From an optimization exercise on the open Yosys and OpenROAD flow, aimed at small area; shortcuts taken in it are not production practice.
Only simulation tests tie the RTL to the original design; equivalence was not proved.
Power is estimated from default activity; no workload was simulated.

`run.sh`:
```
#!/bin/bash
# synth_recipe.tcl (not shown) runs the flow's synth.tcl, then flattens the netlist and writes it again
# the make line also repeats each setting of config.mk as NAME=value (left out here)
make -C /OpenROAD-flow-scripts/flow DESIGN_CONFIG=/design/flow/config.mk WORK_HOME=/design/flow/orfs CLKGATE_MAP_FILE= SYNTH_SCRIPT=/design/flow/synth_recipe.tcl finish
```
`config.mk`:
```
export PLATFORM = sky130hd
export DESIGN_NAME = ADPLL
export DESIGN_NICKNAME = ADPLL
export VERILOG_FILES = /design/flow/design.v
export SDC_FILE = /design/flow/constraint.sdc
export NUM_CORES = 4
export LEC_CHECK = 0
export CAP_MARGIN = 20
export CORE_MARGIN = 2
export CORE_UTILIZATION = 40
export SLEW_MARGIN = 20
export SYNTH_MEMORY_MAX_BITS = 16384
```
`constraint.sdc`:
```
create_clock -name core_clock -period 10.0 [get_ports {clk}]
set_input_delay 2.0000 -clock core_clock [delete_from_list [all_inputs] [get_ports {clk}]]
set_output_delay 2.0000 -clock core_clock [all_outputs]
set_load 0.01 [all_outputs]
```
`design.v`:
```
`timescale 1ns/100ps
`default_nettype none
module Counter #(
    parameter M = 100
)(
    input wire clk, rst, en,
    output logic [$clog2(M) - 1 : 0] cnt,
    output logic co
);
    assign co = en & (cnt == M - 1);
    always_ff@(posedge clk) begin
        if(rst) cnt <= '0;
        else if(en) begin
            if(cnt < M - 1) cnt <= cnt + 1'b1;
            else cnt <= '0;
        end
    end
endmodule
module CicDownSampler2 (
    input wire clk, rst, eno,
    input wire signed [11:0] in,
    output logic signed [11:0] out
);
    localparam DW = 38;
    logic signed [DW-1:0] i1, i2, i3, candi, d, dly1, c1, dly2, c2, dly3;
    logic signed [11:0] fc3;
    always_ff@(posedge clk) begin
        if(rst) begin
            i1 <= '0; i2 <= '0; i3 <= '0; candi <= '0;
        end
        else begin
            i1 <= i1 + in;
            i2 <= i2 + i1;
            i3 <= i3 + i2;
            candi <= i3;
        end
    end
    wire signed [DW-1:0] c3 = c2 - dly3;
    wire signed [49:0] prod = c3 * 50'sd2147;
    always_ff@(posedge clk) begin
        if(rst) begin
            d <= '0; dly1 <= '0; c1 <= '0; dly2 <= '0; c2 <= '0; dly3 <= '0;
            fc3 <= '0; out <= '0;
        end
        else if(eno) begin
            d <= candi;
            dly1 <= d;
            c1 <= d - dly1;
            dly2 <= c1;
            c2 <= c1 - dly2;
            dly3 <= c2;
            fc3 <= prod[48:37];
            out <= fc3;
        end
    end
endmodule
module FIR_Kaiser_13Taps_LP_0d500_CSDMult_p003813791456755
(
    input [11:0] in,
    output [11:0] out
);
    wire [11:0] shiftSign = (in[11] == 1'b0)? 12'b0 : - 12'b1;
    assign out = + {shiftSign[11:4], in[11:8]} - {shiftSign[11:1], in[11:11]};
endmodule
module FIR_Kaiser_13Taps_LP_0d500_CSDMult_p044784569577449
(
    input [11:0] in,
    output [11:0] out
);
    wire [11:0] shiftSign = (in[11] == 1'b0)? 12'b0 : - 12'b1;
    assign out = ({shiftSign[11:8], in[11:4]} - {shiftSign[11:6], in[11:6]}) - ({shiftSign[11:3], in[11:9]} + {shiftSign[11:1], in[11:11]});
endmodule
module FIR_Kaiser_13Taps_LP_0d500_CSDMult_p290749904641556
(
    input [11:0] in,
    output [11:0] out
);
    wire [11:0] shiftSign = (in[11] == 1'b0)? 12'b0 : - 12'b1;
    assign out = ({shiftSign[11:10], in[11:2]} + {shiftSign[11:7], in[11:5]}) + ({shiftSign[11:5], in[11:7]} + {shiftSign[11:3], in[11:9]} - {shiftSign[11:1], in[11:11]});
endmodule
module FIR_Kaiser_13Taps_LP_0d500_CSDMult_p500000000000000
(
    input [11:0] in,
    output [11:0] out
);
    wire [11:0] shiftSign = (in[11] == 1'b0)? 12'b0 : - 12'b1;
    assign out = + {shiftSign[11:11], in[11:1]};
endmodule
module FIR_Kaiser_13Taps_LP_0d500
(
    input Clock,
    input ClkEn,
    input AsyncRst,
    input signed [11:0] In,
    output reg signed [11:0] Out
);
    reg signed [11:0] delay[11:0];
    wire signed [11:0] prod_0p003813791456755;
    wire signed [11:0] prod_0p044784569577449;
    wire signed [11:0] prod_0p290749904641556;
    wire signed [11:0] prod_0p500000000000000;
    FIR_Kaiser_13Taps_LP_0d500_CSDMult_p003813791456755 mult0p003813791456755(In, prod_0p003813791456755);
    FIR_Kaiser_13Taps_LP_0d500_CSDMult_p044784569577449 mult0p044784569577449(In, prod_0p044784569577449);
    FIR_Kaiser_13Taps_LP_0d500_CSDMult_p290749904641556 mult0p290749904641556(In, prod_0p290749904641556);
    FIR_Kaiser_13Taps_LP_0d500_CSDMult_p500000000000000 mult0p500000000000000(In, prod_0p500000000000000);
    always@(posedge Clock or posedge AsyncRst)
    begin
        if(AsyncRst)
        begin
            delay[0] <= 1'b0;
            delay[1] <= 1'b0;
            delay[2] <= 1'b0;
            delay[3] <= 1'b0;
            delay[4] <= 1'b0;
            delay[5] <= 1'b0;
            delay[6] <= 1'b0;
            delay[7] <= 1'b0;
            delay[8] <= 1'b0;
            delay[9] <= 1'b0;
            delay[10] <= 1'b0;
            delay[11] <= 1'b0;
        end
        else if(ClkEn)
        begin
            Out <= delay[0];
            delay[0] <= delay[1] + prod_0p003813791456755;
            delay[1] <= delay[2];
            delay[2] <= delay[3] - prod_0p044784569577449;
            delay[3] <= delay[4];
            delay[4] <= delay[5] + prod_0p290749904641556;
            delay[5] <= delay[6] + prod_0p500000000000000;
            delay[6] <= delay[7] + prod_0p290749904641556;
            delay[7] <= delay[8];
            delay[8] <= delay[9] - prod_0p044784569577449;
            delay[9] <= delay[10];
            delay[10] <= delay[11] + prod_0p003813791456755;
            delay[11] <= 1'b0;
        end
    end
endmodule
module FIR_Kaiser_17Taps_LP_0d500_CSDMult_p001813036673549
(
    input [11:0] in,
    output [11:0] out
);
    wire [11:0] shiftSign = (in[11] == 1'b0)? 12'b0 : - 12'b1;
    assign out = + {shiftSign[11:3], in[11:9]} - {shiftSign[11:1], in[11:11]};
endmodule
module FIR_Kaiser_17Taps_LP_0d500_CSDMult_p015611065194188
(
    input [11:0] in,
    output [11:0] out
);
    wire [11:0] shiftSign = (in[11] == 1'b0)? 12'b0 : - 12'b1;
    assign out = + {shiftSign[11:6], in[11:6]} - {shiftSign[11:1], in[11:11]};
endmodule
module FIR_Kaiser_17Taps_LP_0d500_CSDMult_p066232043062618
(
    input [11:0] in,
    output [11:0] out
);
    wire [11:0] shiftSign = (in[11] == 1'b0)? 12'b0 : - 12'b1;
    assign out = + {shiftSign[11:8], in[11:4]} + {shiftSign[11:4], in[11:8]} - {shiftSign[11:1], in[11:11]};
endmodule
module FIR_Kaiser_17Taps_LP_0d500_CSDMult_p302544388719490
(
    input [11:0] in,
    output [11:0] out
);
    wire [11:0] shiftSign = (in[11] == 1'b0)? 12'b0 : - 12'b1;
    assign out = ({shiftSign[11:10], in[11:2]} + {shiftSign[11:8], in[11:4]}) - ({shiftSign[11:5], in[11:7]} + {shiftSign[11:3], in[11:9]} + {shiftSign[11:1], in[11:11]});
endmodule
module FIR_Kaiser_17Taps_LP_0d500_CSDMult_p500000000000000
(
    input [11:0] in,
    output [11:0] out
);
    wire [11:0] shiftSign = (in[11] == 1'b0)? 12'b0 : - 12'b1;
    assign out = + {shiftSign[11:11], in[11:1]};
endmodule
module FIR_Kaiser_17Taps_LP_0d500
(
    input Clock,
    input ClkEn,
    input AsyncRst,
    input signed [11:0] In,
    output reg signed [11:0] Out
);
    reg signed [11:0] delay[15:0];
    wire signed [11:0] prod_0p001813036673549;
    wire signed [11:0] prod_0p015611065194188;
    wire signed [11:0] prod_0p066232043062618;
    wire signed [11:0] prod_0p302544388719490;
    wire signed [11:0] prod_0p500000000000000;
    FIR_Kaiser_17Taps_LP_0d500_CSDMult_p001813036673549 mult0p001813036673549(In, prod_0p001813036673549);
    FIR_Kaiser_17Taps_LP_0d500_CSDMult_p015611065194188 mult0p015611065194188(In, prod_0p015611065194188);
    FIR_Kaiser_17Taps_LP_0d500_CSDMult_p066232043062618 mult0p066232043062618(In, prod_0p066232043062618);
    FIR_Kaiser_17Taps_LP_0d500_CSDMult_p302544388719490 mult0p302544388719490(In, prod_0p302544388719490);
    FIR_Kaiser_17Taps_LP_0d500_CSDMult_p500000000000000 mult0p500000000000000(In, prod_0p500000000000000);
    always@(posedge Clock or posedge AsyncRst)
    begin
        if(AsyncRst)
        begin
            delay[0] <= 1'b0;
            delay[1] <= 1'b0;
            delay[2] <= 1'b0;
            delay[3] <= 1'b0;
            delay[4] <= 1'b0;
            delay[5] <= 1'b0;
            delay[6] <= 1'b0;
            delay[7] <= 1'b0;
            delay[8] <= 1'b0;
            delay[9] <= 1'b0;
            delay[10] <= 1'b0;
            delay[11] <= 1'b0;
            delay[12] <= 1'b0;
            delay[13] <= 1'b0;
            delay[14] <= 1'b0;
            delay[15] <= 1'b0;
        end
        else if(ClkEn)
        begin
            Out <= delay[0];
            delay[0] <= delay[1] - prod_0p001813036673549;
            delay[1] <= delay[2];
            delay[2] <= delay[3] + prod_0p015611065194188;
            delay[3] <= delay[4];
            delay[4] <= delay[5] - prod_0p066232043062618;
            delay[5] <= delay[6];
            delay[6] <= delay[7] + prod_0p302544388719490;
            delay[7] <= delay[8] + prod_0p500000000000000;
            delay[8] <= delay[9] + prod_0p302544388719490;
            delay[9] <= delay[10];
            delay[10] <= delay[11] - prod_0p066232043062618;
            delay[11] <= delay[12];
            delay[12] <= delay[13] + prod_0p015611065194188;
            delay[13] <= delay[14];
            delay[14] <= delay[15] - prod_0p001813036673549;
            delay[15] <= 1'b0;
        end
    end
endmodule
module FIR_Kaiser_25Taps_LP_0d125_CSDMult_p000157335600574
(
    input [11:0] in,
    output [11:0] out
);
    wire [11:0] shiftSign = (in[11] == 1'b0)? 12'b0 : - 12'b1;
    assign out = 12'b0;
endmodule
module FIR_Kaiser_25Taps_LP_0d125_CSDMult_p000657966241498
(
    input [11:0] in,
    output [11:0] out
);
    wire [11:0] shiftSign = (in[11] == 1'b0)? 12'b0 : - 12'b1;
    assign out = + {shiftSign[11:1], in[11:11]};
endmodule
module FIR_Kaiser_25Taps_LP_0d125_CSDMult_p001348378900551
(
    input [11:0] in,
    output [11:0] out
);
    wire [11:0] shiftSign = (in[11] == 1'b0)? 12'b0 : - 12'b1;
    assign out = + {shiftSign[11:2], in[11:10]};
endmodule
module FIR_Kaiser_25Taps_LP_0d125_CSDMult_p001574013167120
(
    input [11:0] in,
    output [11:0] out
);
    wire [11:0] shiftSign = (in[11] == 1'b0)? 12'b0 : - 12'b1;
    assign out = + {shiftSign[11:3], in[11:9]} - {shiftSign[11:1], in[11:11]};
endmodule
module FIR_Kaiser_25Taps_LP_0d125_CSDMult_p005213441418913
(
    input [11:0] in,
    output [11:0] out
);
    wire [11:0] shiftSign = (in[11] == 1'b0)? 12'b0 : - 12'b1;
    assign out = + {shiftSign[11:4], in[11:8]} + {shiftSign[11:2], in[11:10]};
endmodule
module FIR_Kaiser_25Taps_LP_0d125_CSDMult_p015833736420368
(
    input [11:0] in,
    output [11:0] out
);
    wire [11:0] shiftSign = (in[11] == 1'b0)? 12'b0 : - 12'b1;
    assign out = + {shiftSign[11:6], in[11:6]};
endmodule
module FIR_Kaiser_25Taps_LP_0d125_CSDMult_p032709156492843
(
    input [11:0] in,
    output [11:0] out
);
    wire [11:0] shiftSign = (in[11] == 1'b0)? 12'b0 : - 12'b1;
    assign out = + {shiftSign[11:7], in[11:5]} + {shiftSign[11:2], in[11:10]};
endmodule
module FIR_Kaiser_25Taps_LP_0d125_CSDMult_p054989358624542
(
    input [11:0] in,
    output [11:0] out
);
    wire [11:0] shiftSign = (in[11] == 1'b0)? 12'b0 : - 12'b1;
    assign out = + {shiftSign[11:8], in[11:4]} - {shiftSign[11:5], in[11:7]};
endmodule
module FIR_Kaiser_25Taps_LP_0d125_CSDMult_p079821695477339
(
    input [11:0] in,
    output [11:0] out
);
    wire [11:0] shiftSign = (in[11] == 1'b0)? 12'b0 : - 12'b1;
    assign out = ({shiftSign[11:8], in[11:4]} + {shiftSign[11:6], in[11:6]}) + ({shiftSign[11:3], in[11:9]} - {shiftSign[11:1], in[11:11]});
endmodule
module FIR_Kaiser_25Taps_LP_0d125_CSDMult_p102795614600693
(
    input [11:0] in,
    output [11:0] out
);
    wire [11:0] shiftSign = (in[11] == 1'b0)? 12'b0 : - 12'b1;
    assign out = ({shiftSign[11:9], in[11:3]} - {shiftSign[11:7], in[11:5]}) + ({shiftSign[11:5], in[11:7]} + {shiftSign[11:2], in[11:10]});
endmodule
module FIR_Kaiser_25Taps_LP_0d125_CSDMult_p119098010057580
(
    input [11:0] in,
    output [11:0] out
);
    wire [11:0] shiftSign = (in[11] == 1'b0)? 12'b0 : - 12'b1;
    assign out = ({shiftSign[11:9], in[11:3]} - {shiftSign[11:5], in[11:7]}) + ({shiftSign[11:3], in[11:9]} - {shiftSign[11:1], in[11:11]});
endmodule
module FIR_Kaiser_25Taps_LP_0d125_CSDMult_p125000000000000
(
    input [11:0] in,
    output [11:0] out
);
    wire [11:0] shiftSign = (in[11] == 1'b0)? 12'b0 : - 12'b1;
    assign out = + {shiftSign[11:9], in[11:3]};
endmodule
module FIR_Kaiser_25Taps_LP_0d125
(
    input Clock,
    input ClkEn,
    input AsyncRst,
    input signed [11:0] In,
    output reg signed [11:0] Out
);
    reg signed [11:0] delay[23:0];
    wire signed [11:0] prod_0p000157335600574;
    wire signed [11:0] prod_0p000657966241498;
    wire signed [11:0] prod_0p001348378900551;
    wire signed [11:0] prod_0p001574013167120;
    wire signed [11:0] prod_0p005213441418913;
    wire signed [11:0] prod_0p015833736420368;
    wire signed [11:0] prod_0p032709156492843;
    wire signed [11:0] prod_0p054989358624542;
    wire signed [11:0] prod_0p079821695477339;
    wire signed [11:0] prod_0p102795614600693;
    wire signed [11:0] prod_0p119098010057580;
    wire signed [11:0] prod_0p125000000000000;
    FIR_Kaiser_25Taps_LP_0d125_CSDMult_p000157335600574 mult0p000157335600574(In, prod_0p000157335600574);
    FIR_Kaiser_25Taps_LP_0d125_CSDMult_p000657966241498 mult0p000657966241498(In, prod_0p000657966241498);
    FIR_Kaiser_25Taps_LP_0d125_CSDMult_p001348378900551 mult0p001348378900551(In, prod_0p001348378900551);
    FIR_Kaiser_25Taps_LP_0d125_CSDMult_p001574013167120 mult0p001574013167120(In, prod_0p001574013167120);
    FIR_Kaiser_25Taps_LP_0d125_CSDMult_p005213441418913 mult0p005213441418913(In, prod_0p005213441418913);
    FIR_Kaiser_25Taps_LP_0d125_CSDMult_p015833736420368 mult0p015833736420368(In, prod_0p015833736420368);
    FIR_Kaiser_25Taps_LP_0d125_CSDMult_p032709156492843 mult0p032709156492843(In, prod_0p032709156492843);
    FIR_Kaiser_25Taps_LP_0d125_CSDMult_p054989358624542 mult0p054989358624542(In, prod_0p054989358624542);
    FIR_Kaiser_25Taps_LP_0d125_CSDMult_p079821695477339 mult0p079821695477339(In, prod_0p079821695477339);
    FIR_Kaiser_25Taps_LP_0d125_CSDMult_p102795614600693 mult0p102795614600693(In, prod_0p102795614600693);
    FIR_Kaiser_25Taps_LP_0d125_CSDMult_p119098010057580 mult0p119098010057580(In, prod_0p119098010057580);
    FIR_Kaiser_25Taps_LP_0d125_CSDMult_p125000000000000 mult0p125000000000000(In, prod_0p125000000000000);
    always@(posedge Clock or posedge AsyncRst)
    begin
        if(AsyncRst)
        begin
            Out <= 1'b0;
            delay[0] <= 1'b0;
            delay[1] <= 1'b0;
            delay[2] <= 1'b0;
            delay[3] <= 1'b0;
            delay[4] <= 1'b0;
            delay[5] <= 1'b0;
            delay[6] <= 1'b0;
            delay[7] <= 1'b0;
            delay[8] <= 1'b0;
            delay[9] <= 1'b0;
            delay[10] <= 1'b0;
            delay[11] <= 1'b0;
            delay[12] <= 1'b0;
            delay[13] <= 1'b0;
            delay[14] <= 1'b0;
            delay[15] <= 1'b0;
            delay[16] <= 1'b0;
            delay[17] <= 1'b0;
            delay[18] <= 1'b0;
            delay[19] <= 1'b0;
            delay[20] <= 1'b0;
            delay[21] <= 1'b0;
            delay[22] <= 1'b0;
            delay[23] <= 1'b0;
        end
        else if(ClkEn)
        begin
            Out <= delay[0] - prod_0p000157335600574;
            delay[0] <= delay[1] - prod_0p000657966241498;
            delay[1] <= delay[2] - prod_0p001348378900551;
            delay[2] <= delay[3] - prod_0p001574013167120;
            delay[3] <= delay[4];
            delay[4] <= delay[5] + prod_0p005213441418913;
            delay[5] <= delay[6] + prod_0p015833736420368;
            delay[6] <= delay[7] + prod_0p032709156492843;
            delay[7] <= delay[8] + prod_0p054989358624542;
            delay[8] <= delay[9] + prod_0p079821695477339;
            delay[9] <= delay[10] + prod_0p102795614600693;
            delay[10] <= delay[11] + prod_0p119098010057580;
            delay[11] <= delay[12] + prod_0p125000000000000;
            delay[12] <= delay[13] + prod_0p119098010057580;
            delay[13] <= delay[14] + prod_0p102795614600693;
            delay[14] <= delay[15] + prod_0p079821695477339;
            delay[15] <= delay[16] + prod_0p054989358624542;
            delay[16] <= delay[17] + prod_0p032709156492843;
            delay[17] <= delay[18] + prod_0p015833736420368;
            delay[18] <= delay[19] + prod_0p005213441418913;
            delay[19] <= delay[20];
            delay[20] <= delay[21] - prod_0p001574013167120;
            delay[21] <= delay[22] - prod_0p001348378900551;
            delay[22] <= delay[23] - prod_0p000657966241498;
            delay[23] <=  - prod_0p000157335600574;
        end
    end
endmodule
module OrthDDS (
    input wire clk, rst,
    input wire [31:0] freq,
    output logic signed [11:0] sin, cos
);
    logic [31:0] phaseAcc;
    logic [9:0] phSum;
    always_ff@(posedge clk) begin
        if(rst) phaseAcc <= '0;
        else phaseAcc <= phaseAcc + freq;
    end
    always_ff@(posedge clk) begin
        if(rst) phSum <= '0;
        else phSum <= phaseAcc[31:22];
    end
    wire [1:0] q = phSum[9:8];
    wire [10:0] a, b;            
    QuarterSin0 rom0(phSum[7:0], a);
    QuarterSin1 rom1(~phSum[7:0], b);
    wire signed [11:0] pa = {1'b0, a}, pb = {1'b0, b};
    always_ff@(posedge clk) begin
        if(rst) begin
            sin <= '0;
            cos <= '0;
        end
        else begin
            case(q)
                2'd0: begin sin <= pa;  cos <= pb;  end
                2'd1: begin sin <= pb;  cos <= -pa; end
                2'd2: begin sin <= -pa; cos <= -pb; end
                default: begin sin <= -pb; cos <= pa; end
            endcase
        end
    end
endmodule
module ADPLL #(
    parameter PW=32, DW=12, AW=10
)(
    input wire clk, rst,     
    input wire signed [DW-1:0] in,
    input wire signed [PW-1:0] base_freq,
    output logic signed [DW-1:0] sin, cos,
    output logic signed [PW-1:0] freq
);
    logic signed [DW-1:0] mix, mix_cic, mix_fir1, mix_fir2, mix_fil;
    always_ff@(posedge clk) begin
        mix <= ((2*DW)'(in) * -sin) >>> (DW-1);
    end
    logic en_250k, en_125k, en_62k5;
    Counter #(400) cnt250k(clk, rst, 1'b1, , en_250k);
    Counter #(2) cnt125k(clk, rst, en_250k, , en_125k);
    Counter #(2) cnt62k5(clk, rst, en_125k, , en_62k5);
    CicDownSampler2 cicDs(clk, rst, en_250k, mix, mix_cic);
    FIR_Kaiser_13Taps_LP_0d500 fir1(clk, en_250k, rst, mix_cic, mix_fir1);
    FIR_Kaiser_17Taps_LP_0d500 fir2(clk, en_125k, rst, mix_fir1, mix_fir2);
    FIR_Kaiser_25Taps_LP_0d125 fir3(clk, en_62k5, rst, mix_fir2, mix_fil);
    wire signed [10:0] s = mix_fil[10:0];
    wire signed [24:0] xp_prod = s * 25'sd10737;
    wire signed [17:0] xi_prod = s * 18'sd69;
    wire signed [14:0] xp = xp_prod[24:10];
    wire signed [7:0] xi = xi_prod[17:10];
    logic signed [32:0] xi_acc;
    logic [31:0] pi_out;
    wire signed [33:0] xi_sum = xi_acc + xi;
    always_ff@(posedge clk) begin
        if(rst) xi_acc <= '0;
        else if(en_62k5) begin
            if(xi_sum > 34'sh080000000) xi_acc <= 33'sh080000000;
            else if(xi_sum < -34'sh080000000) xi_acc <= -33'sh080000000;
            else xi_acc <= xi_sum[32:0];
        end
    end
    always_ff@(posedge clk) begin
        if(rst) pi_out <= '0;
        else if(en_62k5) pi_out <= 32'(xp) + xi_acc[31:0];
    end
    always_ff@(posedge clk) begin
        if(rst) freq <= base_freq;
        else freq <= pi_out + base_freq;
    end
    OrthDDS theDds(clk, rst, freq, sin, cos);
endmodule
module QuarterSin0(
    input wire [7:0] a,
    output logic [10:0] y
);
    always_comb begin
        case(a)
            8'd0: y = 11'd0;
            8'd1: y = 11'd13;
            8'd2: y = 11'd25;
            8'd3: y = 11'd38;
            8'd4: y = 11'd50;
            8'd5: y = 11'd63;
            8'd6: y = 11'd75;
            8'd7: y = 11'd88;
            8'd8: y = 11'd100;
            8'd9: y = 11'd113;
            8'd10: y = 11'd126;
            8'd11: y = 11'd138;
            8'd12: y = 11'd151;
            8'd13: y = 11'd163;
            8'd14: y = 11'd176;
            8'd15: y = 11'd188;
            8'd16: y = 11'd201;
            8'd17: y = 11'd213;
            8'd18: y = 11'd226;
            8'd19: y = 11'd238;
            8'd20: y = 11'd251;
            8'd21: y = 11'd263;
            8'd22: y = 11'd275;
            8'd23: y = 11'd288;
            8'd24: y = 11'd300;
            8'd25: y = 11'd313;
            8'd26: y = 11'd325;
            8'd27: y = 11'd338;
            8'd28: y = 11'd350;
            8'd29: y = 11'd362;
            8'd30: y = 11'd375;
            8'd31: y = 11'd387;
            8'd32: y = 11'd399;
            8'd33: y = 11'd412;
            8'd34: y = 11'd424;
            8'd35: y = 11'd436;
            8'd36: y = 11'd449;
            8'd37: y = 11'd461;
            8'd38: y = 11'd473;
            8'd39: y = 11'd485;
            8'd40: y = 11'd497;
            8'd41: y = 11'd510;
            8'd42: y = 11'd522;
            8'd43: y = 11'd534;
            8'd44: y = 11'd546;
            8'd45: y = 11'd558;
            8'd46: y = 11'd570;
            8'd47: y = 11'd582;
            8'd48: y = 11'd594;
            8'd49: y = 11'd606;
            8'd50: y = 11'd618;
            8'd51: y = 11'd630;
            8'd52: y = 11'd642;
            8'd53: y = 11'd654;
            8'd54: y = 11'd666;
            8'd55: y = 11'd678;
            8'd56: y = 11'd690;
            8'd57: y = 11'd701;
            8'd58: y = 11'd713;
            8'd59: y = 11'd725;
            8'd60: y = 11'd737;
            8'd61: y = 11'd748;
            8'd62: y = 11'd760;
            8'd63: y = 11'd772;
            8'd64: y = 11'd783;
            8'd65: y = 11'd795;
            8'd66: y = 11'd807;
            8'd67: y = 11'd818;
            8'd68: y = 11'd830;
            8'd69: y = 11'd841;
            8'd70: y = 11'd852;
            8'd71: y = 11'd864;
            8'd72: y = 11'd875;
            8'd73: y = 11'd887;
            8'd74: y = 11'd898;
            8'd75: y = 11'd909;
            8'd76: y = 11'd920;
            8'd77: y = 11'd932;
            8'd78: y = 11'd943;
            8'd79: y = 11'd954;
            8'd80: y = 11'd965;
            8'd81: y = 11'd976;
            8'd82: y = 11'd987;
            8'd83: y = 11'd998;
            8'd84: y = 11'd1009;
            8'd85: y = 11'd1020;
            8'd86: y = 11'd1031;
            8'd87: y = 11'd1042;
            8'd88: y = 11'd1052;
            8'd89: y = 11'd1063;
            8'd90: y = 11'd1074;
            8'd91: y = 11'd1085;
            8'd92: y = 11'd1095;
            8'd93: y = 11'd1106;
            8'd94: y = 11'd1116;
            8'd95: y = 11'd1127;
            8'd96: y = 11'd1137;
            8'd97: y = 11'd1148;
            8'd98: y = 11'd1158;
            8'd99: y = 11'd1168;
            8'd100: y = 11'd1179;
            8'd101: y = 11'd1189;
            8'd102: y = 11'd1199;
            8'd103: y = 11'd1209;
            8'd104: y = 11'd1219;
            8'd105: y = 11'd1229;
            8'd106: y = 11'd1239;
            8'd107: y = 11'd1249;
            8'd108: y = 11'd1259;
            8'd109: y = 11'd1269;
            8'd110: y = 11'd1279;
            8'd111: y = 11'd1289;
            8'd112: y = 11'd1299;
            8'd113: y = 11'd1308;
            8'd114: y = 11'd1318;
            8'd115: y = 11'd1328;
            8'd116: y = 11'd1337;
            8'd117: y = 11'd1347;
            8'd118: y = 11'd1356;
            8'd119: y = 11'd1365;
            8'd120: y = 11'd1375;
            8'd121: y = 11'd1384;
            8'd122: y = 11'd1393;
            8'd123: y = 11'd1402;
            8'd124: y = 11'd1411;
            8'd125: y = 11'd1421;
            8'd126: y = 11'd1430;
            8'd127: y = 11'd1439;
            8'd128: y = 11'd1447;
            8'd129: y = 11'd1456;
            8'd130: y = 11'd1465;
            8'd131: y = 11'd1474;
            8'd132: y = 11'd1483;
            8'd133: y = 11'd1491;
            8'd134: y = 11'd1500;
            8'd135: y = 11'd1508;
            8'd136: y = 11'd1517;
            8'd137: y = 11'd1525;
            8'd138: y = 11'd1533;
            8'd139: y = 11'd1542;
            8'd140: y = 11'd1550;
            8'd141: y = 11'd1558;
            8'd142: y = 11'd1566;
            8'd143: y = 11'd1574;
            8'd144: y = 11'd1582;
            8'd145: y = 11'd1590;
            8'd146: y = 11'd1598;
            8'd147: y = 11'd1606;
            8'd148: y = 11'd1614;
            8'd149: y = 11'd1621;
            8'd150: y = 11'd1629;
            8'd151: y = 11'd1637;
            8'd152: y = 11'd1644;
            8'd153: y = 11'd1652;
            8'd154: y = 11'd1659;
            8'd155: y = 11'd1666;
            8'd156: y = 11'd1674;
            8'd157: y = 11'd1681;
            8'd158: y = 11'd1688;
            8'd159: y = 11'd1695;
            8'd160: y = 11'd1702;
            8'd161: y = 11'd1709;
            8'd162: y = 11'd1716;
            8'd163: y = 11'd1723;
            8'd164: y = 11'd1729;
            8'd165: y = 11'd1736;
            8'd166: y = 11'd1743;
            8'd167: y = 11'd1749;
            8'd168: y = 11'd1756;
            8'd169: y = 11'd1762;
            8'd170: y = 11'd1769;
            8'd171: y = 11'd1775;
            8'd172: y = 11'd1781;
            8'd173: y = 11'd1787;
            8'd174: y = 11'd1793;
            8'd175: y = 11'd1799;
            8'd176: y = 11'd1805;
            8'd177: y = 11'd1811;
            8'd178: y = 11'd1817;
            8'd179: y = 11'd1823;
            8'd180: y = 11'd1828;
            8'd181: y = 11'd1834;
            8'd182: y = 11'd1840;
            8'd183: y = 11'd1845;
            8'd184: y = 11'd1850;
            8'd185: y = 11'd1856;
            8'd186: y = 11'd1861;
            8'd187: y = 11'd1866;
            8'd188: y = 11'd1871;
            8'd189: y = 11'd1876;
            8'd190: y = 11'd1881;
            8'd191: y = 11'd1886;
            8'd192: y = 11'd1891;
            8'd193: y = 11'd1896;
            8'd194: y = 11'd1901;
            8'd195: y = 11'd1905;
            8'd196: y = 11'd1910;
            8'd197: y = 11'd1914;
            8'd198: y = 11'd1919;
            8'd199: y = 11'd1923;
            8'd200: y = 11'd1927;
            8'd201: y = 11'd1932;
            8'd202: y = 11'd1936;
            8'd203: y = 11'd1940;
            8'd204: y = 11'd1944;
            8'd205: y = 11'd1948;
            8'd206: y = 11'd1951;
            8'd207: y = 11'd1955;
            8'd208: y = 11'd1959;
            8'd209: y = 11'd1962;
            8'd210: y = 11'd1966;
            8'd211: y = 11'd1969;
            8'd212: y = 11'd1973;
            8'd213: y = 11'd1976;
            8'd214: y = 11'd1979;
            8'd215: y = 11'd1983;
            8'd216: y = 11'd1986;
            8'd217: y = 11'd1989;
            8'd218: y = 11'd1992;
            8'd219: y = 11'd1994;
            8'd220: y = 11'd1997;
            8'd221: y = 11'd2000;
            8'd222: y = 11'd2003;
            8'd223: y = 11'd2005;
            8'd224: y = 11'd2008;
            8'd225: y = 11'd2010;
            8'd226: y = 11'd2012;
            8'd227: y = 11'd2015;
            8'd228: y = 11'd2017;
            8'd229: y = 11'd2019;
            8'd230: y = 11'd2021;
            8'd231: y = 11'd2023;
            8'd232: y = 11'd2025;
            8'd233: y = 11'd2027;
            8'd234: y = 11'd2028;
            8'd235: y = 11'd2030;
            8'd236: y = 11'd2032;
            8'd237: y = 11'd2033;
            8'd238: y = 11'd2035;
            8'd239: y = 11'd2036;
            8'd240: y = 11'd2037;
            8'd241: y = 11'd2038;
            8'd242: y = 11'd2039;
            8'd243: y = 11'd2040;
            8'd244: y = 11'd2041;
            8'd245: y = 11'd2042;
            8'd246: y = 11'd2043;
            8'd247: y = 11'd2044;
            8'd248: y = 11'd2045;
            8'd249: y = 11'd2045;
            8'd250: y = 11'd2046;
            8'd251: y = 11'd2046;
            8'd252: y = 11'd2046;
            8'd253: y = 11'd2047;
            8'd254: y = 11'd2047;
            8'd255: y = 11'd2047;
        endcase
    end
endmodule
module QuarterSin1(
    input wire [7:0] a,
    output logic [10:0] y
);
    always_comb begin
        case(a)
            8'd0: y = 11'd13;
            8'd1: y = 11'd25;
            8'd2: y = 11'd38;
            8'd3: y = 11'd50;
            8'd4: y = 11'd63;
            8'd5: y = 11'd75;
            8'd6: y = 11'd88;
            8'd7: y = 11'd100;
            8'd8: y = 11'd113;
            8'd9: y = 11'd126;
            8'd10: y = 11'd138;
            8'd11: y = 11'd151;
            8'd12: y = 11'd163;
            8'd13: y = 11'd176;
            8'd14: y = 11'd188;
            8'd15: y = 11'd201;
            8'd16: y = 11'd213;
            8'd17: y = 11'd226;
            8'd18: y = 11'd238;
            8'd19: y = 11'd251;
            8'd20: y = 11'd263;
            8'd21: y = 11'd275;
            8'd22: y = 11'd288;
            8'd23: y = 11'd300;
            8'd24: y = 11'd313;
            8'd25: y = 11'd325;
            8'd26: y = 11'd338;
            8'd27: y = 11'd350;
            8'd28: y = 11'd362;
            8'd29: y = 11'd375;
            8'd30: y = 11'd387;
            8'd31: y = 11'd399;
            8'd32: y = 11'd412;
            8'd33: y = 11'd424;
            8'd34: y = 11'd436;
            8'd35: y = 11'd449;
            8'd36: y = 11'd461;
            8'd37: y = 11'd473;
            8'd38: y = 11'd485;
            8'd39: y = 11'd497;
            8'd40: y = 11'd510;
            8'd41: y = 11'd522;
            8'd42: y = 11'd534;
            8'd43: y = 11'd546;
            8'd44: y = 11'd558;
            8'd45: y = 11'd570;
            8'd46: y = 11'd582;
            8'd47: y = 11'd594;
            8'd48: y = 11'd606;
            8'd49: y = 11'd618;
            8'd50: y = 11'd630;
            8'd51: y = 11'd642;
            8'd52: y = 11'd654;
            8'd53: y = 11'd666;
            8'd54: y = 11'd678;
            8'd55: y = 11'd690;
            8'd56: y = 11'd701;
            8'd57: y = 11'd713;
            8'd58: y = 11'd725;
            8'd59: y = 11'd737;
            8'd60: y = 11'd748;
            8'd61: y = 11'd760;
            8'd62: y = 11'd772;
            8'd63: y = 11'd783;
            8'd64: y = 11'd795;
            8'd65: y = 11'd807;
            8'd66: y = 11'd818;
            8'd67: y = 11'd830;
            8'd68: y = 11'd841;
            8'd69: y = 11'd852;
            8'd70: y = 11'd864;
            8'd71: y = 11'd875;
            8'd72: y = 11'd887;
            8'd73: y = 11'd898;
            8'd74: y = 11'd909;
            8'd75: y = 11'd920;
            8'd76: y = 11'd932;
            8'd77: y = 11'd943;
            8'd78: y = 11'd954;
            8'd79: y = 11'd965;
            8'd80: y = 11'd976;
            8'd81: y = 11'd987;
            8'd82: y = 11'd998;
            8'd83: y = 11'd1009;
            8'd84: y = 11'd1020;
            8'd85: y = 11'd1031;
            8'd86: y = 11'd1042;
            8'd87: y = 11'd1052;
            8'd88: y = 11'd1063;
            8'd89: y = 11'd1074;
            8'd90: y = 11'd1085;
            8'd91: y = 11'd1095;
            8'd92: y = 11'd1106;
            8'd93: y = 11'd1116;
            8'd94: y = 11'd1127;
            8'd95: y = 11'd1137;
            8'd96: y = 11'd1148;
            8'd97: y = 11'd1158;
            8'd98: y = 11'd1168;
            8'd99: y = 11'd1179;
            8'd100: y = 11'd1189;
            8'd101: y = 11'd1199;
            8'd102: y = 11'd1209;
            8'd103: y = 11'd1219;
            8'd104: y = 11'd1229;
            8'd105: y = 11'd1239;
            8'd106: y = 11'd1249;
            8'd107: y = 11'd1259;
            8'd108: y = 11'd1269;
            8'd109: y = 11'd1279;
            8'd110: y = 11'd1289;
            8'd111: y = 11'd1299;
            8'd112: y = 11'd1308;
            8'd113: y = 11'd1318;
            8'd114: y = 11'd1328;
            8'd115: y = 11'd1337;
            8'd116: y = 11'd1347;
            8'd117: y = 11'd1356;
            8'd118: y = 11'd1365;
            8'd119: y = 11'd1375;
            8'd120: y = 11'd1384;
            8'd121: y = 11'd1393;
            8'd122: y = 11'd1402;
            8'd123: y = 11'd1411;
            8'd124: y = 11'd1421;
            8'd125: y = 11'd1430;
            8'd126: y = 11'd1439;
            8'd127: y = 11'd1447;
            8'd128: y = 11'd1456;
            8'd129: y = 11'd1465;
            8'd130: y = 11'd1474;
            8'd131: y = 11'd1483;
            8'd132: y = 11'd1491;
            8'd133: y = 11'd1500;
            8'd134: y = 11'd1508;
            8'd135: y = 11'd1517;
            8'd136: y = 11'd1525;
            8'd137: y = 11'd1533;
            8'd138: y = 11'd1542;
            8'd139: y = 11'd1550;
            8'd140: y = 11'd1558;
            8'd141: y = 11'd1566;
            8'd142: y = 11'd1574;
            8'd143: y = 11'd1582;
            8'd144: y = 11'd1590;
            8'd145: y = 11'd1598;
            8'd146: y = 11'd1606;
            8'd147: y = 11'd1614;
            8'd148: y = 11'd1621;
            8'd149: y = 11'd1629;
            8'd150: y = 11'd1637;
            8'd151: y = 11'd1644;
            8'd152: y = 11'd1652;
            8'd153: y = 11'd1659;
            8'd154: y = 11'd1666;
            8'd155: y = 11'd1674;
            8'd156: y = 11'd1681;
            8'd157: y = 11'd1688;
            8'd158: y = 11'd1695;
            8'd159: y = 11'd1702;
            8'd160: y = 11'd1709;
            8'd161: y = 11'd1716;
            8'd162: y = 11'd1723;
            8'd163: y = 11'd1729;
            8'd164: y = 11'd1736;
            8'd165: y = 11'd1743;
            8'd166: y = 11'd1749;
            8'd167: y = 11'd1756;
            8'd168: y = 11'd1762;
            8'd169: y = 11'd1769;
            8'd170: y = 11'd1775;
            8'd171: y = 11'd1781;
            8'd172: y = 11'd1787;
            8'd173: y = 11'd1793;
            8'd174: y = 11'd1799;
            8'd175: y = 11'd1805;
            8'd176: y = 11'd1811;
            8'd177: y = 11'd1817;
            8'd178: y = 11'd1823;
            8'd179: y = 11'd1828;
            8'd180: y = 11'd1834;
            8'd181: y = 11'd1840;
            8'd182: y = 11'd1845;
            8'd183: y = 11'd1850;
            8'd184: y = 11'd1856;
            8'd185: y = 11'd1861;
            8'd186: y = 11'd1866;
            8'd187: y = 11'd1871;
            8'd188: y = 11'd1876;
            8'd189: y = 11'd1881;
            8'd190: y = 11'd1886;
            8'd191: y = 11'd1891;
            8'd192: y = 11'd1896;
            8'd193: y = 11'd1901;
            8'd194: y = 11'd1905;
            8'd195: y = 11'd1910;
            8'd196: y = 11'd1914;
            8'd197: y = 11'd1919;
            8'd198: y = 11'd1923;
            8'd199: y = 11'd1927;
            8'd200: y = 11'd1932;
            8'd201: y = 11'd1936;
            8'd202: y = 11'd1940;
            8'd203: y = 11'd1944;
            8'd204: y = 11'd1948;
            8'd205: y = 11'd1951;
            8'd206: y = 11'd1955;
            8'd207: y = 11'd1959;
            8'd208: y = 11'd1962;
            8'd209: y = 11'd1966;
            8'd210: y = 11'd1969;
            8'd211: y = 11'd1973;
            8'd212: y = 11'd1976;
            8'd213: y = 11'd1979;
            8'd214: y = 11'd1983;
            8'd215: y = 11'd1986;
            8'd216: y = 11'd1989;
            8'd217: y = 11'd1992;
            8'd218: y = 11'd1994;
            8'd219: y = 11'd1997;
            8'd220: y = 11'd2000;
            8'd221: y = 11'd2003;
            8'd222: y = 11'd2005;
            8'd223: y = 11'd2008;
            8'd224: y = 11'd2010;
            8'd225: y = 11'd2012;
            8'd226: y = 11'd2015;
            8'd227: y = 11'd2017;
            8'd228: y = 11'd2019;
            8'd229: y = 11'd2021;
            8'd230: y = 11'd2023;
            8'd231: y = 11'd2025;
            8'd232: y = 11'd2027;
            8'd233: y = 11'd2028;
            8'd234: y = 11'd2030;
            8'd235: y = 11'd2032;
            8'd236: y = 11'd2033;
            8'd237: y = 11'd2035;
            8'd238: y = 11'd2036;
            8'd239: y = 11'd2037;
            8'd240: y = 11'd2038;
            8'd241: y = 11'd2039;
            8'd242: y = 11'd2040;
            8'd243: y = 11'd2041;
            8'd244: y = 11'd2042;
            8'd245: y = 11'd2043;
            8'd246: y = 11'd2044;
            8'd247: y = 11'd2045;
            8'd248: y = 11'd2045;
            8'd249: y = 11'd2046;
            8'd250: y = 11'd2046;
            8'd251: y = 11'd2046;
            8'd252: y = 11'd2047;
            8'd253: y = 11'd2047;
            8'd254: y = 11'd2047;
            8'd255: y = 11'd2047;
        endcase
    end
endmodule
```
==> metrics.md <==
| Metric | Value |
|---|---|
| Crit path required time | `10710 ps` |
| Primary FF master, synth | `dfxtp_1` |
| Worst Setup Path Type | `reg2reg` |
| Power Total | `29600 µW` |
| Final Hold Violating Endpoints | `0` |
| Status | `finished clean` |
| Gpl congestion | `0.893` |
| Hold Crit Depth | `2` |
| Clock sinks | `1152` |
| Syn Area/Cell | `8.54 µm²` |
| Count leader, synth | `nand2_1` |
| Max Clock Freq | `112 MHz` |
| FF-to-FF path depth | `31` |
| Worst slew pin tran | `1110 ps` |
| Synthesis-to-layout area growth | `9.54%` |
| Switch share | `43.6%` |
| Worst path arrival time | `9600 ps` |
| Vias post-DR | `73000` |
| Post-Syn Nets | `12500` |
| Mapped Cells | `10900` |
| Top cells by count, synth | `nand2_1 (1646), ha_1 (1195), inv_1 (1066), a21oi_1 (973), o21ai_0 (717)` |
| Pwr per Cell Area | `291 nW/µm²` |
| Vias in the first global route | `73800` |
| Postcts setup bufs | `0` |
| Synthesized flop and latch total | `1152` |
| DRT antenna net count | `0` |
| Leakage Power | `0.0487 µW` |
| Max clock buf depth | `3` |
| Detailed Routing Iterations Pass 1 | `5` |
| Max-Cap Viols | `0` |
| DP Wirelength | `164000 µm` |
| Synth Cell Area | `93000 µm²` |
| Ports | `102` |
| Combinational power share | `63.0%` |
| Max FO, Critical Path | `18` |
| Post-synthesis sequential area ratio | `27.9%` |
| Distinct cells, synth | `99` |
| I/O Buffers | `101` |
| TritonCTS clock tree | `built` |
| Share of the synthesized area in the top cell type | `16.1%` |
| Worst skew pair latency | `820 ps` |
| # DRC | `0` |
| Share of cells above drive strength 1 | `4.84%` |
| Vias per cell | `5.22` |
| Core area | `232000 µm²` |
| Ys async rst share | `46.3%` |
| Final setup vio count | `0` |
| Worst setup SP type | `flip-flop` |
| Final Non-Filler Cells | `14000` |
| Grt ovf | `0` |
| Syn. warnings | `13` |
| Fill count | `22800` |
| Initial antenna violation count | `2` |
| Hold buffer count at cts | `0` |
| Clock power share | `18.0%` |
| H-tree depth | `4` |
| Max Clock Skew | `75.1 ps` |
| Clock-pin slew on the worst setup and hold paths | `60 ps` |
| Hold/Removal Path Class | `reg2reg` |
| Total track usage | `18.7%` |
| Setup_tns | `0 ps` |
| Net Sw Power | `12900 µW` |
| Number of flops mapped to enable cells by yosys | `20` |
| CP max-delay cell | `o41ai_1` |
| Avg WL per Cell | `15.9 µm` |
| DP Worst Slack | `1230 ps` |
| Largest net degree at the start of global routing | `237` |
| Slew headroom | `26.0%` |
| CP max stage delay | `630 ps` |
| Starting density of the core | `40.1%` |
| Top area cells in the synthesized netlist | `ha_1 (16%), dfrtp_1 (14%), dfxtp_1 (13%)` |
| DRT iter0 DRCs | `3869` |
| Die area | `236000 µm²` |
| # nets final | `12500` |
| Cts bufs inserted | `144` |
| VDD IR max | `2.52 mV` |
| Resized Gates After CTS | `0` |
| Die W | `486 µm` |
| Clock root buffer | `clkbuf_16` |
| FF-to-FF setup slack | `1110 ps` |
| Flop pwr share | `19.0%` |
| Worst Setup End Kind | `flip-flop` |
| Rows | `177` |
| Slew Limit Fails | `0` |
| RSZ-0062 raised after global routing | `false` |
| Int Pwr | `16700 µW` |
| Die H | `486 µm` |
| Tmin final | `8890 ps` |
| First-pass GRT wire length | `372000 µm` |
| WL final | `223000 µm` |
| Final period util | `88.9%` |
| Final setup margin | `1110 ps` |
| # placed instances | `13700` |
| Area leader, netlist | `ha_1` |
==> cells in the final DEF (no fill, tap or decap), drive strengths merged, types with 24 or more instances in the layout <==
master and instances:
or2 35, clkbuf 203, dfxtp 599, ha 1195
xnor2 560, mux2 94, buf 89, a31oi 55
a21oi 975, inv 1070, o31ai 47, nand3 110
nor3 123, xor2 215, clkdlybuf4s50 100, nand2 1646
nor2b 118, mux2i 24, o21bai 233, o21ai 744
or3 43, dfrtp 533, o21a 63, and3 57
clkinv 48, nor2 512, a211oi 115, fa 405
and2 85, o211ai 53, nand4 36, a21o 241
nand2b 115
==> critical path, delay by kind of cell, from the launching register on <==
family / cells / cell delay [ps]
AOI/OAI and AO/OA: 12 / 3330
adders and majority gates: 7 / 3160
and+or+nand+nor: 5 / 950
buffers and inverters: 6 / 810
DFF: 1 / 360
xor gates and xnor gates: 1 / 180
==> power by group through the flow <==
stage	registers (µW)	clock network (µW)	logic [µW]
2_1_floorplan	5640	0	14300
3_3_place_gp	5720	0	18200
3_5_place_dp	5730	0	18800
4_1_cts	5640	5510	19000
5_1_grt	5670	5680	21300
6_report	5640	5340	18600
==> stage by stage <==
stage | hold WS [ps] | cell area (µm²) | util, %
finish | 421 | 102000 | 43.9
global route | 440 | 102000 | 43.9
CTS | 412 | 102000 | 43.9
detailed placement | 425 | 97000 | 41.8
global placement | 421 | 97000 | 41.8
floorplan | 417 | 93000 | -
==> sequential cells by signal (all words and copies together) (netlist names), 12 cells and up <==
| name | count |
|---|---|
| xi_acc | 33 |
| cicDs.candi | 38 |
| cicDs.i3 | 38 |
| theDds.sin | 12 |
| cicDs.dly3 | 38 |
| cicDs.d | 38 |
| theDds.phaseAcc | 32 |
| cicDs.dly1 | 38 |
| cicDs.dly2 | 38 |
| cicDs.i2 | 38 |
| freq | 32 |
| fir3.delay | 240 |
| theDds.cos | 12 |
| cicDs.c2 | 38 |
| cicDs.c1 | 38 |
| pi_out | 32 |
| mix | 12 |
| cicDs.i1 | 38 |
| fir1.delay | 117 |
| fir2.delay | 165 |
==> metal layers <==
layer | GRT usage, % | wire length (µm) | up-vias
met3 | 2.21 | 7760 | 357
met5 | 0 | 0 | -
met2 | 31.1 | 102000 | 1178
met4 | 5.51 | 5530 | 0
li1 | - | - | 36900
met1 | 25.5 | 107000 | 34600
==> logic make-up (layout without fill, tap and decap cells) <==
kind of cell,after synthesis,after routing,share of synthesized area [%]
and+or+nand+nor,2969,2969,14.0
AOI/OAI and AO/OA,2785,2785,18.3
adders and majority gates,1600,1600,24.8
buffers and inverters,1487,1525,6.06
DFF,1152,1152,27.9
xor gates and xnor gates,776,776,7.32
muxes,130,130,1.69
other,0,2,0
==> cell type report <==
type	instances	area, µm²	share of cell area (%)
antenna	2	5.00	0.00491
clock buffer	203	4080	4.00
clock inverter	61	808	0.793
inverter	1072	4030	3.96
multi-input combinational	8260	61500	60.4
sequential	1152	25900	25.5
tap	3043	3810	3.74
timing repair buffer	189	1710	1.68
==> final timing paths <==
| path | startpoint | end |
|---|---|---|
| min | cicDs.c1[21] | cicDs.dly2[21] |
| max | fir3.Out[7] | pi_out[29] |
| max reg2reg | fir3.Out[7] | pi_out[29] |
| min reg2reg | cicDs.c1[21] | cicDs.dly2[21] |
| max in group asynchronous | rst | fir3.delay[7][8] |
| min in group asynchronous | rst | fir1.delay[5][9] |

## separate check: timing with driven ports
How much do the figures lean on ideal ports? The routed layout below was timed once more, with nothing changed but the port constraints. Step 1 assumes that a clkbuf_16 drives the clock port and a buf_2 every other input. Step 2, shift: input delay + t, output delay - t, t = (earliest + latest rising clock arrival at the registers) / 2. This alone moves slack from input paths to output paths. a / b / c = no drivers / after step 1 / after step 2; a / b = the first two.
shift t [ns]: 0.879
setup WS [ns]: 1.107 / 1.107 / 1.107
worst register clock-pin slew, ns: 0.07 / 0.07
After both steps setup and hold are still met in this run. The setup slack of this run moves by 0.000 ns with the drivers and by 0.000 ns with both steps.
